This design comes from an exercise in tuning for small area on the open sky130 flow, not from production work.
The RTL was checked by simulation tests, not by an equivalence proof against the original design.
Power figures rest on the tool's default switching activity, not on a simulated workload.

==> inputs of 01-26 <==
## uart_top
module uart_top(clk,reset,rd_en,wr_en,d_in,d_out,tx_full,rx_empty,tx,rx);
==> module uart_tx, before the edit <==
module uart_tx(clk,rst,nonempty,baud_trig,cur,pop,tx);
input logic clk,rst,nonempty,baud_trig;
input logic [7:0] cur;
output logic pop,tx;
logic [3:0] s;
logic idle, load, adv, bit_;
localparam [3:0] S_IDLE=4'd12, S_LOAD=4'd11, S_START=4'd10, S_PAR=4'd9, S_STOP=4'd0;
assign idle = (s == S_IDLE);
assign load = (s == S_LOAD);
assign pop = idle & nonempty;
assign adv = pop | load | (baud_trig & ~idle & ~load);
always_comb begin
  case (s[2:0])
    3'd0: bit_ = cur[7];
    3'd1: bit_ = cur[0];
    3'd2: bit_ = cur[1];
    3'd3: bit_ = cur[2];
    3'd4: bit_ = cur[3];
    3'd5: bit_ = cur[4];
    3'd6: bit_ = cur[5];
    default: bit_ = cur[6];
  endcase
end
always_ff @(posedge clk) begin
  if (rst) begin
    s <= S_IDLE;
    tx <= 1'b1;
  end else if (adv) begin
    s <= (s == S_STOP) ? S_IDLE : s ^ {~|s[2:0], ~|s[1:0], ~s[0], 1'b1};
    if (baud_trig & ~idle & ~load)
      tx <= (s == S_START) ? 1'b0 : (s == S_PAR) ? ^cur : (s == S_STOP) ? 1'b1 : bit_;
  end
end
endmodule
==> module uart_rx, before the edit <==
module uart_rx(clk,rst,rx,shift,done);
input logic clk,rst,rx;
output logic shift,done;
logic [3:0] cnt;
logic [2:0] ph;
logic r1, hunt, start, sample, last;
assign hunt = (ph == 3'b000) & ~r1;
assign start = hunt & ~rx;
assign sample = (ph == 3'b010);
assign last = cnt[3] & ~cnt[1];       
assign shift = sample & ~cnt[3];
always_ff @(posedge clk) begin
  r1 <= rst;
  if (rst | (sample & last)) ph <= 3'b000;
  else if (start) ph <= 3'b100;
  else ph <= {ph[1:0], ph[2]^ph[1]};
  if (rst | (sample & last)) cnt <= 4'd14;
  else if (sample) cnt <= cnt ^ {&cnt[2:0], &cnt[1:0], cnt[0], 1'b1};
  done <= ~rst & sample & last;
end
endmodule
==> module tx_fifo, before the edit <==
module tx_fifo(clk,reset,wr_en,d_in,pop,count,cur,full);
input clk,reset,wr_en,pop;
input [7:0] d_in;
output logic [3:0] count;
output logic [7:0] cur;
output logic full;
reg [7:0] mem [0:15];
logic [127:0] flat;
logic we;
integer i;
assign full = (count == 4'd15);
assign we = wr_en & ~full;
always_comb for (int k = 0; k < 16; k++) flat[k*8 +: 8] = mem[k];
assign cur = sel16(flat, count);
always_ff @(posedge clk) begin
  if (we) begin
    mem[0] <= d_in;
    for (i = 1; i < 16; i = i + 1) mem[i] <= mem[i-1];
  end
end
always_ff @(posedge clk) begin
  if (reset) count <= 4'd0;
  else count <= updn4(count, we & ~pop, pop & ~we);
end
endmodule
==> module rx_fifo, before the edit <==
module rx_fifo(clk,reset,shift,rx,done,rd_en,d_out,nonempty);
input clk,reset,shift,rx,done,rd_en;
output logic [7:0] d_out;
output logic nonempty;
reg [7:0] mem [0:15];
logic [127:0] flat;
logic [3:0] count;
logic full, we, pop;
integer i;
assign full = (count == 4'd15);
assign nonempty = (count != 4'd0);
assign we = done & ~full;
assign pop = rd_en & nonempty;
always_comb begin
  flat[7:0] = 8'd0;
  for (int k = 1; k < 16; k++) flat[k*8 +: 8] = mem[k];
end
always_ff @(posedge clk) begin
  if (shift) mem[0] <= {mem[0][6:0], rx};
  if (we)
    for (i = 1; i < 16; i = i + 1) mem[i] <= mem[i-1];
end
always_ff @(posedge clk) begin
  if (reset) begin
    count <= 4'd0;
    d_out <= 8'd0;
  end else begin
    count <= updn4(count, we & ~pop, pop & ~we);
    if (pop) d_out <= sel16(flat, count);
  end
end
endmodule
==> flow/config.mk <==
export PLATFORM = sky130hd
export DESIGN_NAME = uart_top
export DESIGN_NICKNAME = uart_top
export VERILOG_FILES = /design/flow/design.v
export SDC_FILE = /design/flow/constraint.sdc
export NUM_CORES = 4
export LEC_CHECK = 0
export CAP_MARGIN = 20
export CORE_MARGIN = 2
export CORE_UTILIZATION = 70
export PLACE_DENSITY = 0.8
export SLEW_MARGIN = 20
==> flow/constraint.sdc <==
create_clock -name core_clock -period 10.0 [get_ports {clk}]
set_input_delay 2.0000 -clock core_clock [delete_from_list [all_inputs] [get_ports {clk}]]
set_output_delay 2.0000 -clock core_clock [all_outputs]
set_load 0.01 [all_outputs]
standard.sh (not shown) runs the stock make flow with config.mk's settings and CLKGATE_MAP_FILE= SYNTH_SCRIPT=/design/flow/synth_recipe.tcl, a recipe that flattens the netlist after the stock synthesis.
==> flow/flow/run.sh <==
#!/bin/bash
# Layout flow: the standard ORFS flow with an area-oriented ABC mapping
# of the combinational logic, smaller port buffers and a clock tree built
# from fewer, larger sink clusters. Every tool's output goes to a log file
# in this folder.
set -uo pipefail
W=$PWD
RES=$W/orfs/results/$FLOW_PLATFORM/uart_top/base

bash standard.sh synth > $W/log_1_standard_synth.txt 2>&1 || exit 1
cp $RES/1_2_yosys.v $W/ref_1_2_yosys.v
rm -rf $W/orfs

# 2. the same synthesis with an area-oriented ABC script
sed "s#log_cmd abc {\*}\$abc_args#set abc_args [lreplace \$abc_args 1 1 $W/flow/area.abc]\n  log_cmd abc {*}\$abc_args#" \
  $FLOW_HOME/scripts/synth.tcl > $W/synth_area.tcl
sed "s#source \$::env(SCRIPTS_DIR)/synth.tcl#source $W/synth_area.tcl#" synth_recipe.tcl > $W/synth_recipe_area.tcl
ok=1
SS=$W/synth_recipe_area.tcl
bash standard.sh SYNTH_SCRIPT=$W/synth_recipe_area.tcl synth > $W/log_2_area_synth.txt 2>&1 || ok=0
if [[ $ok == 1 ]]; then
  python3 $W/flow/flopcmp.py $W/ref_1_2_yosys.v $RES/1_2_yosys.v > $W/log_3_flopcmp.txt 2>&1 || ok=0
fi
if [[ $ok == 0 ]]; then
  echo "area synthesis unusable; falling back to the standard synthesis" >> $W/log_3_flopcmp.txt
  rm -rf $W/orfs
  SS=$W/synth_recipe.tcl
  bash standard.sh synth > $W/log_2_fallback_synth.txt 2>&1 || exit 1
fi

# 3. the rest of the standard flow
export BUFFER_PORTS_ARGS="-buffer_cell sky130_fd_sc_hd__buf_1"
export CTS_ARGS="-sink_clustering_enable -repair_clock_nets -dont_use_dummy_load -buf_list sky130_fd_sc_hd__clkbuf_4 -sink_clustering_size 8 -sink_clustering_max_diameter 25"
bash standard.sh SYNTH_SCRIPT=$SS finish > $W/log_4_finish.txt 2>&1 || exit 1
test -f $W/out/final.def
==> flow/flow/area.abc <==
strash
dch
map -a
topo
strash
dch
map -a
&get -n
&st
&dch
&nf -R 1000 -p
&put
==> flow/flow/flopcmp.py <==
# Compare the flip-flops of two synthesized netlists: same instance names,
# same cell types (drive strength ignored). Exit 0 when they match.
import re, sys
def flops(path):
    out = {}
    txt = open(path).read()
    for m in re.finditer(r'^\s*(sky130_fd_sc_hd__(\w+?)_\d+)\s+(\\\S+|\S+)\s*\(', txt, re.M):
        base = m.group(2)
        if re.match(r'(e?df|sdf|dl)', base):
            out[m.group(3)] = base
    return out
a, b = flops(sys.argv[1]), flops(sys.argv[2])
print(f"flops: reference {len(a)}, area synthesis {len(b)}")
if a != b:
    for k in sorted(set(a) ^ set(b))[:20]: print("differs:", k, a.get(k), b.get(k))
    for k in sorted(set(a) & set(b)):
        if a[k] != b[k]: print("type differs:", k, a[k], b[k])
    sys.exit(1)
print("flops match")
==> inputs of 09-07, as changes to 01-26 <==
--- a/flow/design.v
+++ b/flow/design.v
@@ -85,32 +85,19 @@
 input logic [7:0] cur;
 output logic pop,tx;
 logic [3:0] s;
-logic idle, load, adv, bit_;
-localparam [3:0] S_IDLE=4'd12, S_LOAD=4'd11, S_START=4'd10, S_PAR=4'd9, S_STOP=4'd0;
+logic idle, load, go;
+localparam [3:0] S_PAR=4'd8, S_START=4'd9, S_LOAD=4'd10, S_IDLE=4'd11, S_STOP=4'd15;
 assign idle = (s == S_IDLE);
 assign load = (s == S_LOAD);
 assign pop = idle & nonempty;
-assign adv = pop | load | (baud_trig & ~idle & ~load);
-always_comb begin
-  case (s[2:0])
-    3'd0: bit_ = cur[7];
-    3'd1: bit_ = cur[0];
-    3'd2: bit_ = cur[1];
-    3'd3: bit_ = cur[2];
-    3'd4: bit_ = cur[3];
-    3'd5: bit_ = cur[4];
-    3'd6: bit_ = cur[5];
-    default: bit_ = cur[6];
-  endcase
-end
+assign go = baud_trig & ~idle & ~load;
 always_ff @(posedge clk) begin
   if (rst) begin
     s <= S_IDLE;
     tx <= 1'b1;
-  end else if (adv) begin
-    s <= (s == S_STOP) ? S_IDLE : s ^ {~|s[2:0], ~|s[1:0], ~s[0], 1'b1};
-    if (baud_trig & ~idle & ~load)
-      tx <= (s == S_START) ? 1'b0 : (s == S_PAR) ? ^cur : (s == S_STOP) ? 1'b1 : bit_;
+  end else begin
+    if (pop | load | go) s <= (s == S_STOP) ? S_IDLE : s - 4'd1;
+    if (go) tx <= s[3] ? (s[0] ? s[1] : ^cur) : cur[s[2:0]];
   end
 end
 endmodule
@@ -123,16 +110,17 @@
 assign hunt = (ph == 3'b000) & ~r1;
 assign start = hunt & ~rx;
 assign sample = (ph == 3'b010);
-assign last = cnt[3] & ~cnt[1];       
+assign last = cnt[3] & ~cnt[1];             
 assign shift = sample & ~cnt[3];
+assign done = cnt[3] & cnt[2] & ~cnt[1];    
 always_ff @(posedge clk) begin
   r1 <= rst;
   if (rst | (sample & last)) ph <= 3'b000;
   else if (start) ph <= 3'b100;
   else ph <= {ph[1:0], ph[2]^ph[1]};
-  if (rst | (sample & last)) cnt <= 4'd14;
-  else if (sample) cnt <= cnt ^ {&cnt[2:0], &cnt[1:0], cnt[0], 1'b1};
-  done <= ~rst & sample & last;
+  if (rst) cnt <= 4'd14;
+  else if (sample & last) cnt <= 4'd13;
+  else if (sample | done) cnt <= cnt ^ {&cnt[2:0], &cnt[1:0], cnt[0], 1'b1};
 end
 endmodule
 module uart_top(clk,reset,rd_en,wr_en,d_in,d_out,tx_full,rx_empty,tx,rx);
--- a/flow/flow/run.sh
+++ b/flow/flow/run.sh
@@ -30,6 +30,6 @@
 
 # 3. the rest of the standard flow
 export BUFFER_PORTS_ARGS="-buffer_cell sky130_fd_sc_hd__buf_1"
-export CTS_ARGS="-sink_clustering_enable -repair_clock_nets -dont_use_dummy_load -buf_list sky130_fd_sc_hd__clkbuf_4 -sink_clustering_size 8 -sink_clustering_max_diameter 25"
+export CTS_ARGS="-sink_clustering_enable -repair_clock_nets -dont_use_dummy_load -buf_list sky130_fd_sc_hd__clkbuf_4 -sink_clustering_size 10 -sink_clustering_max_diameter 35"
 bash standard.sh SYNTH_SCRIPT=$SS finish > $W/log_4_finish.txt 2>&1 || exit 1
 test -f $W/out/final.def
==> flow/flow/area.abc (replaced) <==
strash
&get -n
&st
&dch -f
&nf -R 1000 -p
&put
&get -n
&st
&dch -f
&nf -R 1000 -p
&put
&get -n
&st
&dch -f
&nf -R 1000 -p
&put
- CAP_MARGIN: 20 -> 10
- GPL_TIMING_DRIVEN: default -> 0
- SLEW_MARGIN: 20 -> 10
==> inputs of 09-25, as changes to 01-26 <==
==> flow/design.v (replaced) <==
module b_clk(clk,rst,baud_trig_tx);
input clk,rst;
output logic baud_trig_tx;
logic [2:0] q;
always_ff @(posedge clk) begin
  if (rst) q <= 3'b001;
  else     q <= {q[1:0], q[2]^q[1]};
end
assign baud_trig_tx = (q == 3'b010);
endmodule
module tx_fifo(clk,reset,wr_en,d_in,pop,count,cur,full);
input clk,reset,wr_en,pop;
input [7:0] d_in;
output logic [3:0] count;
output logic [7:0] cur;
output logic full;
reg [7:0] mem [0:15];
logic we;
integer i;
assign full = (count == 4'd15);
assign we = wr_en & ~full;
assign cur = mem[count];
always_ff @(posedge clk) begin
  if (we) begin
    mem[0] <= d_in;
    for (i = 1; i < 16; i = i + 1) mem[i] <= mem[i-1];
  end
end
always_ff @(posedge clk) begin
  if (reset) count <= 4'd0;
  else count <= count + {3'd0, we} - {3'd0, pop};
end
endmodule
module rx_fifo(clk,reset,shift,rx,done,rd_en,d_out,nonempty);
input clk,reset,shift,rx,done,rd_en;
output logic [7:0] d_out;
output logic nonempty;
reg [7:0] mem [0:15];
logic [3:0] count;
logic full, we, pop;
integer i;
assign full = (count == 4'd15);
assign nonempty = (count != 4'd0);
assign we = done & ~full;
assign pop = rd_en & nonempty;
always_ff @(posedge clk) begin
  if (shift) mem[0] <= {mem[0][6:0], rx};
  if (we)
    for (i = 1; i < 16; i = i + 1) mem[i] <= mem[i-1];
end
always_ff @(posedge clk) begin
  if (reset) begin
    count <= 4'd0;
    d_out <= 8'd0;
  end else begin
    count <= count + {3'd0, we} - {3'd0, pop};
    if (pop) d_out <= mem[count];
  end
end
endmodule
module uart_tx(clk,rst,nonempty,baud_trig,cur,pop,tx);
input logic clk,rst,nonempty,baud_trig;
input logic [7:0] cur;
output logic pop,tx;
logic [3:0] s;
localparam [3:0] S_PAR=4'd8, S_START=4'd9, S_LOAD=4'd10, S_IDLE=4'd11, S_STOP=4'd15;
assign pop = (s == S_IDLE) & nonempty;
always_ff @(posedge clk) begin
  if (rst) begin
    s <= S_IDLE;
    tx <= 1'b1;
  end else begin
    case (s)
      S_IDLE: if (nonempty) s <= S_LOAD;
      S_LOAD: s <= S_START;
      S_START: if (baud_trig) begin tx <= 1'b0; s <= S_PAR; end
      S_PAR: if (baud_trig) begin tx <= ^cur; s <= 4'd7; end
      S_STOP: if (baud_trig) begin tx <= 1'b1; s <= S_IDLE; end
      default: if (baud_trig) begin tx <= cur[s[2:0]]; s <= s - 4'd1; end
    endcase
  end
end
endmodule
module uart_rx(clk,rst,rx,shift,done);
input logic clk,rst,rx;
output logic shift,done;
logic [3:0] cnt;
logic [2:0] ph;
logic r1, hunt, start, sample;
assign hunt = (cnt == 4'd9) & ~r1;
assign start = hunt & ~rx;
assign sample = (cnt != 4'd9) & (ph == 3'b010);
assign shift = sample & ~cnt[3];
always_ff @(posedge clk) begin
  r1 <= rst;
  if (start) ph <= 3'b100;
  else ph <= {ph[1:0], ph[2]^ph[1]};
  if (rst) begin
    cnt <= 4'd9;
    done <= 1'b0;
  end else begin
    done <= sample & (cnt == 4'd8);
    if (start) cnt <= 4'd14;
    else if (sample) cnt <= cnt + 4'd1;
  end
end
endmodule
module uart_top(clk,reset,rd_en,wr_en,d_in,d_out,tx_full,rx_empty,tx,rx);
input clk,reset,wr_en;
input rd_en,rx;
input [7:0]d_in;
output tx;
output logic [7:0]d_out;
output logic rx_empty;
output logic tx_full;
logic baud_trig_tx, nonempty, pop, shift, done;
logic [3:0] tcount;
logic [7:0] cur;
b_clk   b_c(clk,reset,baud_trig_tx);
tx_fifo tx_ff(clk,reset,wr_en,d_in,pop,tcount,cur,tx_full);
uart_tx tx1(clk,reset,(tcount != 4'd0),baud_trig_tx,cur,pop,tx);
uart_rx rx1(clk,reset,rx,shift,done);
rx_fifo rx_ff(clk,reset,shift,rx,done,rd_en,d_out,rx_empty);
endmodule
==> flow/run.sh (new file) <==
#!/bin/bash
# synth_recipe.tcl (not shown) runs the flow's synth.tcl, then flattens the netlist and writes it again
# the make line also repeats each setting of config.mk as NAME=value (left out here)
make -C /OpenROAD-flow-scripts/flow DESIGN_CONFIG=/design/flow/config.mk WORK_HOME=/design/flow/orfs CLKGATE_MAP_FILE= SYNTH_SCRIPT=/design/flow/synth_recipe.tcl finish
- CORE_UTILIZATION: 70 -> 45
- PLACE_DENSITY: 0.8 -> 0.6
removed: flow/flow/run.sh
removed: flow/flow/area.abc
removed: flow/flow/flopcmp.py
removed: flow/standard.sh
==> results.txt <==
Result of the run: 09-25 complete, no violations; 01-26 complete, no violations; 09-07 complete, no violations
Global routing met3 resource utilization: 09-25 2.84%; 01-26 8.27%; 09-07 4.84%
Uppermost signal routing layer after detailed routing: 09-25 met4; 01-26 met5; 09-07 met4
Reg2Reg Launch Point: 09-25 tx_ff.count[2]; 01-26 tx_ff.count[1]; 09-07 tx_ff.count[0]
WL/cell: 09-25 20.8 um; 01-26 24.3 um; 09-07 21.8 um
Worst setup path startpoint: 09-25 tx_ff.count[2]; 01-26 tx_ff.count[2]; 09-07 tx_ff.count[0]
Post-Synthesis Net Count: 09-25 817; 01-26 650; 09-07 620
Total core area: 09-25 0.0253 mm2; 01-26 0.0146 mm2; 09-07 0.0145 mm2
Synthesized flop and latch total: 09-25 289; 01-26 289; 09-07 288
Pin count of the biggest net entering global routing: 09-25 75; 01-26 103; 09-07 86
Height of the chip: 09-25 165 um; 01-26 127 um; 09-07 126 um
Num rows: 09-25 58; 01-26 44; 09-07 44
Fraction of synthesized cell area in xor and xnor cells: 09-25 1.02%; 01-26 1.25%; 09-07 1.60%
Combinational logic power: 09-25 0.00120 W; 01-26 0.000310 W; 09-07 0.000397 W
Internal power: 09-25 0.00247 W; 01-26 0.00172 W; 09-07 0.00172 W
Number of well taps: 09-25 330; 01-26 184; 09-07 184
Logic depth of the worst setup path including buffers: 09-25 4; 01-26 4; 09-07 3
Buffering overhead: 09-25 2.84%; 01-26 2.17%; 09-07 1.35%

==> separate check: timing with driven ports <==
The flow's constraints put no driver on any port. The routed layouts listed below were extracted and timed again, unchanged, in two steps.
Step 1 assumes that a clkbuf_16 drives the clock port and a buf_2 every other input.
Step 2 adds t to the input delays and takes it off the output delays; t is the mean of the earliest and latest rising clock arrival at the registers after step 1. Input paths then give back, and output paths get back, about the clock's delay inside the block.
Slacks: ideal / step 1 / step 2; pairs: ideal / step 1.
| run | shift t [ns] | slack for setup (ns) | worst setup path after step 2 | clock arrival spread, ns |
|---|---|---|---|---|
| 01-26 | 0.674 | 6.087 / 6.047 / 5.953 | input to register | 0.080 / 0.080 |
| 09-07 | 0.643 | 5.865 / 5.827 / 5.629 | input to register | 0.063 / 0.062 |
| 09-25 | 0.582 | 5.683 / 5.639 / 5.557 | input to register | 0.012 / 0.012 |
After both steps every run listed still meets setup and hold. For 09-07, which loses most, drivers alone change the setup slack by -0.038 ns; drivers and shift together by -0.236 ns.
